Source: an optimization exercise on an open RTL-to-GDS flow (aim: small area and a short achievable clock period). Production flows keep margins and buffers that such runs may drop.
Function was checked by simulation only, so behaviour that the tests miss may differ from the original.
Power and IR drop assume default switching activity.

## flow/config.mk

```make
export PLATFORM = sky130hd
export DESIGN_NAME = fpadd_pipelined
export DESIGN_NICKNAME = fpadd_pipelined
export VERILOG_FILES = /design/flow/design.v
export SDC_FILE = /design/flow/constraint.sdc
export NUM_CORES = 4
export LEC_CHECK = 0
export ABC_AREA = 1
export CAP_MARGIN = 20
export CORE_MARGIN = 2
export CORE_UTILIZATION = 40
export SETUP_SLACK_MARGIN = 3.0
export SLEW_MARGIN = 20
```

## flow/constraint.sdc

```tcl
create_clock -name core_clock -period 6.5 [get_ports {clk}]
set_input_delay 1.3000 -clock core_clock [delete_from_list [all_inputs] [get_ports {clk}]]
set_output_delay 1.3000 -clock core_clock [all_outputs]
set_load 0.01 [all_outputs]
```

## flow/design.v

```verilog
module fp_normalizer (
  input  [24:0] mantissa_temp,
  input  [7:0]  exp,
  output [23:0] coarse_mantissa,
  output        fine_shift,
  output [7:0]  normalized_exp
);
  reg [4:0] zero_count;
  integer i;
  always @(*) begin
    zero_count = 5'd0;
    for (i = 0; i < 25; i = i + 1)
      if (mantissa_temp[i]) zero_count = 5'd24 - i;
  end
  wire [24:0] shifted = mantissa_temp << {zero_count[4:1], 1'b0};
  assign coarse_mantissa = shifted[23:0];
  assign fine_shift = zero_count[0];
  assign normalized_exp = exp + 8'd1 - {3'b0, zero_count};
endmodule
module fpadd_pipelined (input clk,
                        input reset,
                        input [31:0] reg_A,
                        input [31:0] reg_B,
                        output [31:0] out);
  localparam FINE = 3;
  wire a_ge_b = reg_A[30:0] >= reg_B[30:0];
  wire [7:0] ea = reg_A[30:23];
  wire [7:0] eb = reg_B[30:23];
  wire [8:0] dab = {1'b0, ea} - {1'b0, eb};
  wire [7:0] dba = eb - ea;
  wire [7:0] d = dab[8] ? dba : dab[7:0];
  wire [4:0] s = d[4:0] | {5{|d[7:5]}};
  wire [22:0] fmn = a_ge_b ? reg_B[22:0] : reg_A[22:0];
  wire [23:0] m0 = {1'b1, fmn} >> {s[4:FINE], {FINE{1'b0}}};
  reg        s0_sign, s0_sub, s0_valid;
  reg [7:0]  s0_exp;
  reg [22:0] s0_fmx;
  reg [23:0] s0_m;
  reg [FINE-1:0] s0_shift;
  always @(posedge clk or posedge reset)
    if (reset) s0_valid <= 1'b0;
    else       s0_valid <= 1'b1;
  always @(posedge clk) begin
    s0_sign  <= a_ge_b ? reg_A[31] : reg_B[31];
    s0_sub   <= reg_A[31] ^ reg_B[31];
    s0_exp   <= a_ge_b ? ea : eb;
    s0_fmx   <= a_ge_b ? reg_A[22:0] : reg_B[22:0];
    s0_m     <= m0;
    s0_shift <= s[FINE-1:0];
  end
  wire [23:0] m = s0_m >> s0_shift;
  wire [25:0] sum = {2'b01, s0_fmx, 1'b1} + {s0_sub, m ^ {24{s0_sub}}, s0_sub};
  wire [24:0] t = sum[25:1];
  reg        s1_sign, s1_valid;
  reg [7:0]  s1_exp;
  reg [24:0] s1_t;
  always @(posedge clk or posedge reset)
    if (reset) s1_valid <= 1'b0;
    else       s1_valid <= s0_valid;
  always @(posedge clk) begin
    s1_sign <= s0_sign;
    s1_exp  <= s0_exp;
    s1_t    <= t;
  end
  wire [23:0] coarse;
  wire        fine;
  wire [7:0]  nexp;
  fp_normalizer fp_normalizer(.mantissa_temp(s1_t),
                              .exp(s1_exp),
                              .coarse_mantissa(coarse),
                              .fine_shift(fine),
                              .normalized_exp(nexp));
  wire low_zero = ~|s1_t[23:0];
  wire res_zero = low_zero & (~s1_t[24] | (~s1_sign & ~|s1_exp));
  wire se_zero  = ~s1_valid | res_zero;
  reg        r2_sign, r2_fine;
  reg [7:0]  r2_exp;
  reg [23:0] r2_man;
  always @(posedge clk or posedge reset)
    if (reset) begin
      r2_sign <= 1'b0;
      r2_exp  <= 8'b0;
      r2_man  <= 24'b0;
      r2_fine <= 1'b0;
    end else begin
      r2_sign <= se_zero ? 1'b0 : s1_sign;
      r2_exp  <= se_zero ? 8'b0 : nexp;
      r2_man  <= s1_valid ? coarse : 24'b0;
      r2_fine <= fine;
    end
  wire [22:0] frac = r2_fine ? r2_man[22:0] : r2_man[23:1];
  assign out = {r2_sign, r2_exp, frac};
endmodule
```

## flow/flow/run.sh

```bash
#!/bin/bash
# Standard layout (standard.sh) with the smallest buffer on the ports and
# no CTS dummy loads.
bash standard.sh \
  "BUFFER_PORTS_ARGS=-buffer_cell sky130_fd_sc_hd__buf_1" \
  "CTS_ARGS=-sink_clustering_enable -repair_clock_nets -dont_use_dummy_load -buf_list sky130_fd_sc_hd__clkbuf_4 -sink_clustering_size 10 -sink_clustering_max_diameter 40" \
  finish > standard.log 2>&1
```

## flow/standard.sh

```bash
#!/bin/bash
# synth_recipe.tcl (not shown) runs the flow's synth.tcl, then flattens the netlist and writes it again
# the make line also repeats each setting of config.mk as NAME=value (left out here)
make -C /OpenROAD-flow-scripts/flow DESIGN_CONFIG=/design/flow/config.mk WORK_HOME=/design/flow/orfs CLKGATE_MAP_FILE= SYNTH_SCRIPT=/design/flow/synth_recipe.tcl "${@:-finish}"
```

==> flow_summary.rst, run 1 <==
.. list-table::
   :header-rows: 1

   * - Metric
     - Value
   * - Run status
     - no timing/DRC/antenna violations
   * - Cell Rows
     - 55
   * - Peak Freq
     - 295 MHz
   * - Worst Path Max Fanout
     - 9
   * - Synth async-reset ratio
     - 0.277
   * - H-tree level count
     - 4
   * - Actual slew at the worst max-slew pin
     - 0.691 ns
   * - Root Buffer
     - clkbuf_4
   * - Sequential area share after synthesis
     - 0.306
   * - Most common cell type on the critical path
     - nand2_4
   * - Cell Pwr Density
     - 364 nW/µm²
   * - Arrival time at the worst endpoint
     - 3.83 ns
   * - Total die area
     - 23900 µm²
   * - Netlist Area Pre-Place
     - 9080 µm²
   * - Share of final-layout standard cells stronger than drive strength 1
     - 0.0898
   * - Reg2Reg Setup Slack
     - 3.19 ns
   * - Initial DRC Count
     - 605
   * - Period Utilization, post-route
     - 0.522
   * - Insertion delay to the later sink of the worst-skew pair
     - 0.54 ns
   * - CP max stage delay
     - 0.39 ns
   * - Overall fraction of global-route tracks in use
     - 0.209
   * - DIE WIDTH
     - 155 µm
   * - Headroom to the max-slew limit
     - 0.539
   * - Detail-routed via count per cell
     - 5.15
   * - Remaining Overflow, GRT
     - 0
   * - CTS Buffer Depth
     - 2
   * - Smallest setup slack after layout
     - 3.11 ns
   * - Critical path required time
     - 6.93 ns
   * - Startpoint-to-endpoint class of the critical path
     - in2reg
   * - Initial standard-cell utilization of the core
     - 0.405
   * - Chain of cells forming the critical path
     - buf_1, inv_1, ha_1, fa_2, o21ai_2, nand2_2, nand2_4, nor2_2, o21a_1, nor3_2, nand2_4, nor2_8, nand2_4, clkinv_2, nand2_1, o21ai_1
   * - Final GP Congestion
     - 0.920
   * - Via count
     - 8865
   * - Initial antenna violation count
     - 1
   * - Hold path startpoint
     - s0_exp[0]$_DFF_P_
   * - Vert. Die Dim
     - 155 µm
   * - Max capacitance violation total
     - 0
   * - Post-synth top cells
     - nand2_1, inv_1, o21ai_0, nand3_1, nor2_1
   * - Standard cell core area
     - 22400 µm²
   * - RSZ-0062 raised after global routing
     - true
   * - Worst hold path type
     - reg2reg
   * - Crit path max-delay cell type
     - fa_2
   * - Drt pass-1 iters
     - 5
   * - Endpoint kind of the worst setup timing path
     - register
   * - Total of fill cells in the finished design
     - 2377
   * - P_leak
     - 4.90 nW
   * - Layout net count
     - 1580
   * - End point of the worst hold path
     - s1_exp[0]$_DFF_P_
   * - Multi-input gate area
     - 5760 µm²
   * - Cell depth of the worst flop-to-flop path
     - 21
   * - Vias in the first global route
     - 8164
   * - Dominant cells by area after synthesis
     - dfxtp_1, nand2_1, ha_1
   * - Library cell with the largest summed area after synthesis
     - dfxtp_1
   * - Setup TNS
     - 0 ns
   * - Routed len/inst
     - 14.7 µm
   * - Min-Delay Path Depth
     - 0
   * - TritonCTS sink count
     - 130
   * - Synth Net Count
     - 1469
   * - Clock period minus final worst setup slack
     - 3.39 ns
   * - Maximum number of pins on one net before global-route repair
     - 46
   * - Number of max-slew violations in the final report
     - 0
   * - Hold-fix buffers, CTS
     - 0
   * - Worst Clk Skew
     - 0.0383 ns
   * - Type of origin of the critical path
     - primary input
   * - Yosys reg bits
     - 130
   * - Number of design rule violations left after detail routing
     - 0
   * - Number of buffers inserted by port buffering
     - 97
   * - TritonCTS Buffers
     - 17
   * - Sequential cell area
     - 2790 µm²
   * - Cell with the most instances after synthesis
     - nand2_1
   * - Distinct cell type count after synthesis
     - 49
   * - Clock tree from TritonCTS
     - yes
   * - Average footprint of a synthesized cell
     - 6.84 µm²
   * - Most used flip-flop cell after synthesis
     - dfxtp_1
   * - Endpoint of the most critical register-to-register path
     - s1_t[24]$_DFF_P_
   * - Number of hold violations in the final report
     - 0
   * - CP startpoint
     - reg_A[23]
   * - Gate count after technology mapping
     - 1327
   * - Synth-to-Final Area Change
     - 13.5%
   * - Detailed-route wire length
     - 25300 µm
   * - Count of pins on the block boundary
     - 98
   * - DPL Wire Length
     - 19600 µm
   * - Fraction of synthesized cell area taken by the top area cell type
     - 0.207
   * - Number of enable-type register cells in the synthesized netlist
     - 0
   * - Clock edge transition at the registers on the reported setup and hold paths
     - 0.09 ns
   * - Worst slack after detailed placement
     - 1.47 ns
   * - Launching point of the worst reg2reg path
     - s0_shift[0]$_DFF_P_
   * - Number of failing setup endpoints in the final timing report
     - 0
   * - Antenna Nets Post-Route
     - 0
   * - Wire length of the first global-routing pass
     - 40200 µm
   * - Maximum resistive drop on vdd
     - 132 µV
   * - Warning count from the yosys run
     - 2
critical path, delay by kind of cell:
family	cells	cell delay, ns
buffers and inverters	3	0.35
adder cells (fa/ha/maj)	2	0.64
AND/OR/NAND/NOR	8	1.07
AO/OA/AOI/OAI	3	0.47
report_power, final:
| part | internal, mW | leakage (nW) | switching (mW) |
|---|---|---|---|
| combinational | 0.809 | 3.58 | 1.35 |
| clock | 0.119 | 0.0782 | 0.249 |
| sequential | 1.04 | 1.25 | 0.189 |
| total | 1.97 | 4.90 | 1.79 |
cell type report:
| type | instances | area share |
|---|---|---|
| multi-input combinational | 1002 | 0.558 |
| sequential | 130 | 0.271 |
| timing repair buffer | 134 | 0.0646 |
| inverter | 148 | 0.0560 |
| tap | 285 | 0.0346 |
| clock buffer | 17 | 0.0124 |
| timing repair inverter | 5 | 0.00316 |
| antenna | 1 | 0.000243 |
worst max path at each step:
stage / to / slack [ns]
2_1_floorplan: s1_t[24]$_DFF_P_ / 3.00
3_3_place_gp: s0_m[5]$_DFF_P_ / 1.48
3_5_place_dp: s0_m[6]$_DFF_P_ / 1.47
4_1_cts: s0_m[6]$_DFF_P_ / 2.95
5_1_grt: r2_exp[7]$_DFF_PP0_ / 2.94
6_report: s0_m[9]$_SDFF_PP0_ / 3.11
cells by family after synthesis:
logic type / share of synthesized area
buffers and inverters: 0.0846
adders and majority gates: 0.107
AOI/OAI and AO/OA: 0.154
DFF: 0.306
and+or+nand+nor: 0.279
muxes: 0.0125
other: 0.000413
xor gates and xnor gates: 0.0558
sequential cells by signal, indices dropped and copies added, names as in the netlist, 3 cells and up:
signal,flops
s1_t,25
r2_man,24
s0_m,24
s0_fmx,23
r2_exp,8
s0_exp,8
s1_exp,8
s0_shift,3
layer usage:
metal	up-vias	share of wire	global-route usage
li1	4565	-	-
met4	0	0.021	0.0679
met2	289	0.46	0.345
met5	-	0	0
met1	3974	0.47	0.282
met3	37	0.054	0.0291
metrics by stage:
stage | total power, mW | instance area [µm²] | util | instances | hold slack (ns)
detailed placement | 3.20 | 9660 | 0.431 | 1666 | 0.313
global placement | 3.20 | 9660 | 0.431 | 1666 | 0.311
finish | 3.75 | 10300 | 0.459 | 1722 | 0.334
floorplan | 2.67 | 9090 | - | 1327 | 0.310
global route | 4.09 | 10300 | 0.459 | 1722 | 0.346
CTS | 3.63 | 10000 | 0.447 | 1700 | 0.337
placed cells by master (no fill, tap or decap), types with 4 or more instances in the layout:
cell type   instances
a21oi_1            86
a31oi_1             4
and2_1              6
buf_1              97
buf_4              34
clkbuf_4           17
clkinvlp_4          8
dfrtp_1            35
dfxtp_1            91
ha_1               64
ha_2                6
inv_1             139
mux2i_1             7
nand2_1           320
nand2_2             5
nand2_4             9
nand3_1           109
nand4_1            12
nor2_1             97
nor2_2              4
nor3_1             14
nor4_1              6
o211ai_1            6
o21a_1              7
o21ai_0           107
o21ai_1            25
o221ai_1            4
or2_2               9
xnor2_1            13
xor2_1             43
what timing repair did:
action                                  CTS  global route
gates resized for setup                  29            34
pin swaps                                 7            19
setup buffers                            11            18
cloned                                    6             3
endpoints found under the setup margin   75            24
==> inputs of run 2 (changes only) <==
--- a/flow/config.mk
+++ b/flow/config.mk
@@ -8,6 +8,6 @@
 export ABC_AREA = 1
 export CAP_MARGIN = 20
 export CORE_MARGIN = 2
-export CORE_UTILIZATION = 40
+export CORE_UTILIZATION = 60
 export SETUP_SLACK_MARGIN = 3.0
 export SLEW_MARGIN = 20
==> run 2 against run 1 <==
Effect of this change: non-clock buffer count down 6; sequential power is essentially flat; cell area is 1.7% lower; core utilization is 23 points higher; flip-flop and latch count is the same; critical path depth unchanged; synthesized cell count unchanged; count of clock-buffer cells in the layout unchanged; setup slack worse by 0.028 ns; via count increased by 0.74%; largest cell class unchanged.
==> flow_summary.rst, run 2 <==
.. list-table::
   :header-rows: 1

   * - Metric
     - Value
   * - Period Utilization, post-route
     - 0.527 (+0.00435)
   * - Insertion delay to the later sink of the worst-skew pair
     - 0.54 ns (about the same)
   * - Most used flip-flop cell after synthesis
     - dfxtp_1
   * - Worst hold slack across all endpoints
     - 0.317 ns (-0.0170 ns)
   * - Max capacitance violation total
     - 0 (unchanged)
   * - Initial DRC Count
     - 720 (+19%)
   * - P_leak
     - 4.89 nW (-0.26%)
   * - H-tree level count
     - 4 (unchanged)
   * - Run status
     - no timing/DRC/antenna violations
   * - Warning count from the yosys run
     - 2 (unchanged)
   * - Drt pass-1 iters
     - 6 (+1)
   * - Post-route core utilization
     - 0.692 (+0.232)
   * - Type of origin of the critical path
     - primary input
   * - Endpoint kind of the worst setup timing path
     - register
   * - Worst slack after detailed placement
     - 2.06 ns (+0.590 ns)
   * - Number of enable-type register cells in the synthesized netlist
     - 0 (unchanged)
   * - Synth-to-Final Area Change
     - 11.5%
   * - Post-synth top cells
     - nand2_1, inv_1, o21ai_0, nand3_1, nor2_1
   * - Antenna Nets Post-Route
     - 0 (unchanged)
   * - Standard cell core area
     - 14600 µm² (-35%)
   * - Dominant cells by area after synthesis
     - dfxtp_1, nand2_1, ha_1
   * - Setup TNS
     - 0 ns (unchanged)
   * - Remaining Overflow, GRT
     - 0 (unchanged)
   * - Maximum resistive drop on vdd
     - 159 µV (+20%)
   * - Vias in the first global route
     - 7792 (-4.6%)
   * - Worst hold path type
     - reg2reg
   * - Most common cell after layout, fill and taps aside
     - nand2_1
   * - Most flop-heavy register
     - s1_t
   * - Initial antenna violation count
     - 1 (unchanged)
   * - Worst Path Max Fanout
     - 9 (unchanged)
   * - Sequential area share after synthesis
     - 0.306 (unchanged)
   * - CTS Buffer Depth
     - 2 (unchanged)
   * - Worst Clk Skew
     - 0.0425 ns (+0.00424 ns)
   * - Total die area
     - 16100 µm² (-33%)
   * - RSZ-0062 raised after global routing
     - true
   * - Cell with the most instances after synthesis
     - nand2_1
   * - Total of fill cells in the finished design
     - 1395 (-41%)
   * - Library cell with the largest summed area after synthesis
     - dfxtp_1
   * - Maximum number of pins on one net before global-route repair
     - 56 (+22%)
   * - Average footprint of a synthesized cell
     - 6.84 µm² (unchanged)
   * - Most used cells in the layout excluding fill and tap cells
     - nand2_1, inv_1, nand3_1
   * - Synth Net Count
     - 1469 (unchanged)
   * - TritonCTS sink count
     - 130 (unchanged)
   * - Routed len/inst
     - 14.7 µm (-0.19%)
   * - Number of hold violations in the final report
     - 0 (unchanged)
   * - Hold-fix buffers, CTS
     - 0 (unchanged)
   * - Clock edge transition at the registers on the reported setup and hold paths
     - 0.09 ns (about the same)
   * - Number of cells in the finished layout apart from fillers
     - 1616 (-6.2%)
   * - Gate count after technology mapping
     - 1327 (unchanged)
   * - Detail-routed via count per cell
     - 5.53 (+7.4%)
   * - Clock tree from TritonCTS
     - yes
   * - Arrival time at the worst endpoint
     - 3.87 ns (+0.04 ns)
   * - Wire length of the first global-routing pass
     - 36700 µm (-8.6%)
   * - Synth async-reset ratio
     - 0.277 (unchanged)
   * - Count of pins on the block boundary
     - 98 (unchanged)
   * - Actual slew at the worst max-slew pin
     - 0.868 ns (+0.177 ns)
   * - Netlist Area Pre-Place
     - 9080 µm² (unchanged)
   * - Number of max-slew violations in the final report
     - 0 (unchanged)
   * - Smallest setup slack after layout
     - 3.08 ns (-0.0283 ns)
   * - Final GP Congestion
     - 0.952 (+3.5%)
   * - Clock period minus final worst setup slack
     - 3.42 ns (+0.0283 ns)
   * - Number of design rule violations left after detail routing
     - 0 (unchanged)
   * - Number of failing setup endpoints in the final timing report
     - 0 (unchanged)
   * - Distinct cell type count after synthesis
     - 49 (unchanged)
   * - Root Buffer
     - clkbuf_4
   * - Share of final-layout standard cells stronger than drive strength 1
     - 0.0874 (-0.00248)
   * - Startpoint-to-endpoint class of the critical path
     - in2reg
   * - Number of buffers inserted by port buffering
     - 97 (unchanged)
   * - Via count
     - 8931 (+0.74%)
   * - Cell Pwr Density
     - 368 nW/µm² (+1.0%)
   * - Initial standard-cell utilization of the core
     - 0.620 (+0.215)
   * - Largest registers
     - s1_t x25, r2_man x24, s0_m x24
   * - Critical path required time
     - 6.95 ns (+0.02 ns)
   * - Placed cell count
     - 1564 (-6.1%)
   * - Vert. Die Dim
     - 127 µm (-18%)
   * - Yosys reg bits
     - 130 (unchanged)
   * - DIE WIDTH
     - 127 µm (-18%)
   * - Cell Rows
     - 44 (-20%)
   * - Peak Freq
     - 292 MHz (-0.83%)
   * - Overall fraction of global-route tracks in use
     - 0.285 (+0.0760)
   * - Number of flip-flops under the largest register name
     - 25 (unchanged)
   * - Fraction of synthesized cell area taken by the top area cell type
     - 0.207 (unchanged)
   * - Headroom to the max-slew limit
     - 0.421 (-0.118)
   * - Layout net count
     - 1575 (-0.32%)
   * - Detailed-route wire length
     - 23700 µm (-6.3%)
   * - DPL Wire Length
     - 18500 µm (-5.8%)
   * - TritonCTS Buffers
     - 17 (unchanged)
## run 2: critical path, cell delays in order
cell and delay [ns]:
buf_1 0.12, inv_1 0.06, ha_1 0.44, nand2_1 0.16, nor2_2 0.21, nand2_2 0.16, nand2_4 0.15, nor2_2 0.05
o21a_1 0.20, nor3_2 0.24, nand2_4 0.15, nor2_8 0.19, nand2_4 0.12, clkinv_2 0.16, nand2_1 0.06, o21ai_1 0.11
## run 2: routing by layer
metal  up-vias  GRT usage  share of wire
met1      3999      0.390           0.46
li1       4566          -              -
met3        46     0.0469          0.061
met5         -          0              0
met4         0     0.0911          0.023
met2       320      0.463           0.46
## run 2: kinds of logic after synthesis
kind of cell,count (synthesis),synth area share
buffers and inverters,199,0.0846
and+or+nand+nor,595,0.279
DFF,130,0.306
xor gates and xnor gates,57,0.0558
other,1,0.000413
muxes,11,0.0125
adders and majority gates,76,0.107
AOI/OAI and AO/OA,258,0.154
## run 2: layout make-up
cell class	instances	area, µm²	share of cell area
Timing Repair inverter	7	40.0	0.00395
Tap cell	184	230	0.0227
Timing Repair Buffer	128	656	0.0647
Inverter	148	578	0.0571
Clock buffer	17	128	0.0126
Sequential cell	130	2800	0.276
Antenna cell	1	2.50	0.000247
Multi-Input combinational cell	1001	5700	0.563
## run 2: through the flow
step	area [µm²]	power [mW]
floorplan	9090	2.67
global placement	9530	3.14
detailed placement	9530	3.16
CTS	9760	3.54
global route	10100	4.05
finish	10100	3.73
## run 2: report_power, final
part / total [mW] / internal (mW) / switching (mW)
Sequential: 1.23 / 1.04 / 0.194
Combinational: 2.14 / 0.809 / 1.33
Clock: 0.350 / 0.119 / 0.231
## run 2: repair_timing
item                                    CTS  global route
hold endpoints to repair                  0             0
gates cloned                              4             7
buffers inserted                          5            18
endpoints found under the setup margin   47            39
pin swaps                                 2            13
gates resized for setup                  18            53
## run 2: path summary, 6_finish.rpt
check	start	end	slack, ns	cells after the start
min in group asynchronous	reset	r2_exp[7]$_DFF_PP0_	0.80	3
setup reg to reg	s0_shift[0]$_DFF_P_	s1_t[24]$_DFF_P_	3.13	22
setup / recovery	reg_A[27]	s0_m[11]$_SDFF_PP0_	3.08	16
max in group asynchronous	reset	r2_fine$_DFF_PP0_	5.36	3
hold reg to reg	s0_exp[1]$_DFF_P_	s1_exp[1]$_DFF_P_	0.32	0
hold / removal	s0_exp[1]$_DFF_P_	s1_exp[1]$_DFF_P_	0.32	0
==> inputs of run 3 (changes only) <==
==> flow/flow/run.sh (replaced) <==
#!/bin/bash
# Standard layout (standard.sh) with the smallest buffer on the ports and
# no CTS dummy loads.
bash standard.sh \
  "BUFFER_PORTS_ARGS=-buffer_cell sky130_fd_sc_hd__buf_1" \
  "CTS_ARGS=-sink_clustering_enable -repair_clock_nets -dont_use_dummy_load -buf_list sky130_fd_sc_hd__clkbuf_8" \
  finish > standard.log 2>&1
--- a/flow/config.mk
+++ b/flow/config.mk
@@ -8,6 +8,6 @@
 export ABC_AREA = 1
 export CAP_MARGIN = 20
 export CORE_MARGIN = 2
-export CORE_UTILIZATION = 60
+export CORE_UTILIZATION = 40
 export SETUP_SLACK_MARGIN = 3.0
 export SLEW_MARGIN = 20
==> run 3 against run 2 <==
Effect of this change: first-iteration DRC count fell by 5.8%; flip-flop and latch count is the same; sequential power about the same; largest power group unchanged.
==> flow_summary.rst, run 3 <==
.. list-table::
   :header-rows: 1

   * - Metric
     - Value
   * - Run status
     - no timing/DRC/antenna violations
   * - Number of max-slew violations in the final report
     - 0 (unchanged)
   * - Detailed-route wire length
     - 25300 µm (+6.7%)
   * - CP max stage delay
     - 0.40 ns (-0.04 ns)
   * - Maximum resistive drop on vdd
     - 158 µV (-0.49%)
   * - Final GP Congestion
     - 0.920 (-3.4%)
   * - Distinct cell type count after synthesis
     - 49 (unchanged)
   * - Most used flip-flop cell after synthesis
     - dfxtp_1
   * - Wire length of the first global-routing pass
     - 40300 µm (+9.7%)
   * - Part of the total power dissipated in the clock network
     - 0.126 (+0.032)
   * - Headroom to the max-slew limit
     - 0.545 (+0.124)
   * - Overall fraction of global-route tracks in use
     - 0.209 (-0.0753)
   * - Clock period minus final worst setup slack
     - 3.39 ns (-0.0307 ns)
   * - Average footprint of a synthesized cell
     - 6.84 µm² (unchanged)
   * - Post-synth top cells
     - nand2_1, inv_1, o21ai_0, nand3_1, nor2_1
   * - Cell depth of the worst flop-to-flop path
     - 21 (-4.5%)
   * - Warning count from the yosys run
     - 2 (unchanged)
   * - Clock edge transition at the registers on the reported setup and hold paths
     - 0.06 ns (-0.03 ns)
   * - Number of design rule violations left after detail routing
     - 0 (unchanged)
   * - Synth async-reset ratio
     - 0.277 (unchanged)
   * - Gate count after technology mapping
     - 1327 (unchanged)
   * - Startpoint-to-endpoint class of the critical path
     - in2reg
   * - Endpoint of the most critical register-to-register path
     - s1_t[24]$_DFF_P_
   * - Yosys reg bits
     - 130 (unchanged)
   * - Critical path required time
     - 6.85 ns (-0.10 ns)
   * - Launching point of the worst reg2reg path
     - s0_shift[0]$_DFF_P_
   * - Vias in the first global route
     - 8146 (+4.5%)
   * - Number of flip-flops under the largest register name
     - 25 (unchanged)
   * - Chain of cells forming the critical path
     - buf_1, inv_1, ha_1, fa_2, o21ai_4, nand2_4, nand2_4, nor2_2, o21a_1, nor3_2, nand2_4, nor2_8, nand2_4, clkinv_2, nand2_1, o21ai_1
   * - Worst Path Max Fanout
     - 9 (unchanged)
   * - Fraction of synthesized cell area taken by the top area cell type
     - 0.207 (unchanged)
   * - Switching portion of total power
     - 0.463 (-0.00832)
   * - Netlist Area Pre-Place
     - 9080 µm² (unchanged)
   * - Arrival time at the worst endpoint
     - 3.74 ns (-0.13 ns)
   * - Count of pins on the block boundary
     - 98 (unchanged)
   * - Endpoint kind of the worst setup timing path
     - register
   * - Initial standard-cell utilization of the core
     - 0.405 (-0.215)
   * - CTS Buffer Depth
     - 2 (unchanged)
   * - Sequential area share after synthesis
     - 0.306 (unchanged)
   * - Synth-to-Final Area Change
     - 16.0%
   * - Period Utilization, post-route
     - 0.522 (-0.00473)
   * - Number of buffers inserted by port buffering
     - 97 (unchanged)
   * - Initial antenna violation count
     - 0 (-1)
   * - Number of hold violations in the final report
     - 0 (unchanged)
   * - Internal power of the cells
     - 2.10 mW (+6.9%)
   * - Number of failing setup endpoints in the final timing report
     - 0 (unchanged)
   * - Most used cells in the layout excluding fill and tap cells
     - nand2_1, inv_1, nand3_1
   * - Crit path max-delay cell type
     - fa_2
   * - Number of buffers and inverters on the critical path
     - 3 (unchanged)
   * - Clock tree from TritonCTS
     - yes
   * - Layout net count
     - 1581 (+0.38%)
   * - Peak Freq
     - 295 MHz (+0.91%)
   * - Remaining Overflow, GRT
     - 0 (unchanged)
   * - Share of final-layout standard cells stronger than drive strength 1
     - 0.0988 (+0.0115)
   * - Worst slack after detailed placement
     - 1.47 ns (-0.590 ns)
   * - Final antenna diode count
     - 0 (-1)
   * - Detail-routed via count per cell
     - 5.16 (-6.6%)
   * - H-tree level count
     - 4 (unchanged)
   * - Antenna Nets Post-Route
     - 0 (unchanged)
   * - Worst Clk Skew
     - 0.0252 ns (-0.0173 ns)
   * - Root Buffer
     - clkbuf_8
   * - Type of origin of the critical path
     - primary input
   * - TritonCTS Buffers
     - 17 (unchanged)
   * - Standard cell core area
     - 22400 µm² (+53%)
   * - Hold path startpoint
     - s0_exp[0]$_DFF_P_
   * - Reg2Reg Setup Slack
     - 3.21 ns (+0.08 ns)
   * - Power share of the sequential group
     - 0.313 (-0.018)
   * - TritonCTS sink count
     - 130 (unchanged)
   * - Multi-input gate area
     - 5840 µm² (+2.5%)
   * - Via count
     - 8889 (-0.47%)
   * - Routed len/inst
     - 14.7 µm (+0.15%)
   * - Total die area
     - 23900 µm² (+48%)
   * - Net switching power figure
     - 1.82 mW (+3.4%)
   * - Setup TNS
     - 0 ns (unchanged)
   * - Family of cells with the greatest summed delay on the critical path
     - simple AND/OR/NAND/NOR gates
   * - Maximum number of pins on one net before global-route repair
     - 46 (-18%)
   * - Smallest setup slack after layout
     - 3.11 ns (+0.0307 ns)
   * - Initial DRC Count
     - 678 (-5.8%)
   * - Cell Rows
     - 55 (+25%)
   * - Most common cell type on the critical path
     - nand2_4
   * - RSZ-0062 raised after global routing
     - true
   * - DIE WIDTH
     - 155 µm (+22%)
   * - Dominant cells by area after synthesis
     - dfxtp_1, nand2_1, ha_1
   * - Insertion delay to the later sink of the worst-skew pair
     - 0.44 ns (-0.10 ns)
   * - P_leak
     - 4.98 nW (+1.9%)
   * - Cell with the most instances after synthesis
     - nand2_1
   * - Sequential cell area
     - 2790 µm² (-0.18%)
   * - Most flop-heavy register
     - s1_t
   * - Max capacitance violation total
     - 0 (unchanged)
   * - Cell Pwr Density
     - 372 nW/µm² (+1.2%)
   * - Total of fill cells in the finished design
     - 2364 (+69%)
   * - Library cell with the largest summed area after synthesis
     - dfxtp_1
   * - Min-Delay Path Depth
     - 0 (unchanged)
   * - End point of the worst hold path
     - s1_exp[0]$_DFF_P_
   * - Largest registers
     - s1_t x25, r2_man x24, s0_m x24
   * - Vert. Die Dim
     - 155 µm (+22%)
   * - DPL Wire Length
     - 19600 µm (+6.2%)
   * - Portion of total power attributed to combinational logic
     - 0.560 (-0.015)
   * - Most common cell after layout, fill and taps aside
     - nand2_1
   * - Synth Net Count
     - 1469 (unchanged)
   * - Drt pass-1 iters
     - 5 (-1)
   * - Worst hold path type
     - reg2reg
   * - Number of enable-type register cells in the synthesized netlist
     - 0 (unchanged)
   * - Actual slew at the worst max-slew pin
     - 0.682 ns (-0.186 ns)
   * - Hold-fix buffers, CTS
     - 0 (unchanged)
==> run 3: cell counts after synthesis <==
No cell type changed its count.
==> run 3: logic make-up (layout without fill, tap and decap cells) <==
logic type,count (synthesis),after routing,share of synthesized area
buffers and inverters,199,306,0.0846
flip-flops,130,130,0.306
AND/OR/NAND/NOR,595,598,0.279
AO/OA/AOI/OAI,258,258,0.154
XOR/XNOR,57,57,0.0558
multiplexers,11,11,0.0125
other,1,1,0.000413
adder cells (fa/ha/maj),76,76,0.107
==> run 3: metrics by stage <==
step	utilization	cell area, µm²	cells	power (mW)	hold WS [ns]
final	0.469	10500	1722	3.92	0.327
after global routing	0.469	10500	1722	4.26	0.337
after CTS	0.452	10100	1699	3.77	0.330
after detailed placement	0.431	9660	1666	3.20	0.313
after global placement	0.431	9660	1666	3.20	0.311
after floorplan	-	9090	1327	2.67	0.310
==> run 3: worst max path at each step <==
stage | startpoint | to | slack, ns | cells after the start
3_3_place_gp | reg_A[27] | s0_m[5]$_DFF_P_ | 1.48 | 14
3_5_place_dp | reg_A[27] | s0_m[6]$_DFF_P_ | 1.47 | 14
6_report | reg_A[23] | s0_m[9]$_SDFF_PP0_ | 3.11 | 16
4_1_cts | s0_shift[2]$_DFF_P_ | s1_t[24]$_DFF_P_ | 3.01 | 21
5_1_grt | s1_t[2]$_DFF_P_ | r2_exp[7]$_DFF_PP0_ | 2.95 | 36
2_1_floorplan | s0_shift[0]$_DFF_P_ | s1_t[24]$_DFF_P_ | 3.00 | 23
==> run 3: what timing repair did <==
action	in CTS	in global routing
buffers inserted	11	20
endpoints found under the hold margin	0	0
resized for setup	30	57
pin swaps	7	19
gates cloned	5	3
setup endpoints to repair	74	24
==> run 3: per-layer routing <==
layer	track usage	share of wire	up-vias
li1	-	-	4559
met1	0.285	0.47	3984
met5	0	0	-
met4	0.0789	0.024	0
met3	0.0283	0.052	36
met2	0.340	0.46	310
==> run 3: power by group through the flow <==
stage	clock [mW]	combinational (mW)	sequential (mW)
finish	0.496	2.20	1.23
CTS	0.513	2.03	1.23
global placement	0	1.96	1.24
floorplan	0	1.51	1.16
detailed placement	0	1.96	1.24
global route	0.541	2.47	1.26
==> run 3: final cells by class <==
cell class | instances | area share
clock buffer | 17 | 0.0222
inverter | 148 | 0.0548
tap | 285 | 0.0339
timing repair inverter | 5 | 0.00309
multi-input combinational | 1001 | 0.555
sequential | 130 | 0.265
timing repair buffer | 136 | 0.0663

re-timing with driven ports:
In the flow no input, the clock included, has a driving cell. The finished layouts below were timed again as built, in two steps. Step 1 sets driving cells, clkbuf_16 on the clock port and buf_2 on the other inputs (assumed; they add their load-dependent delay and slew). Step 2 moves the port delays by t, midway between the first and last clock arrival at a register: inputs arrive t later, outputs are due t later. That takes back most of the time a late clock gives input paths. a / b / c = ideal / step 1 / step 2; a / b = the first two.
run	t (ns)	slack for setup (ns)	hold slack, ns	worst data-port slew with drivers (ns)
run 1	0.558	3.105 / 3.116 / 2.558	0.334 / 0.334 / 0.334	0.04
run 2	0.556	3.077 / 3.091 / 2.535	0.317 / 0.317 / 0.317	0.04
run 3	0.468	3.108 / 3.114 / 2.646	0.327 / 0.327 / 0.327	0.04
After both steps every run listed still meets setup and hold. The setup slack of run 1, which loses most, moves by +0.011 ns with the drivers and by -0.547 ns with both steps.
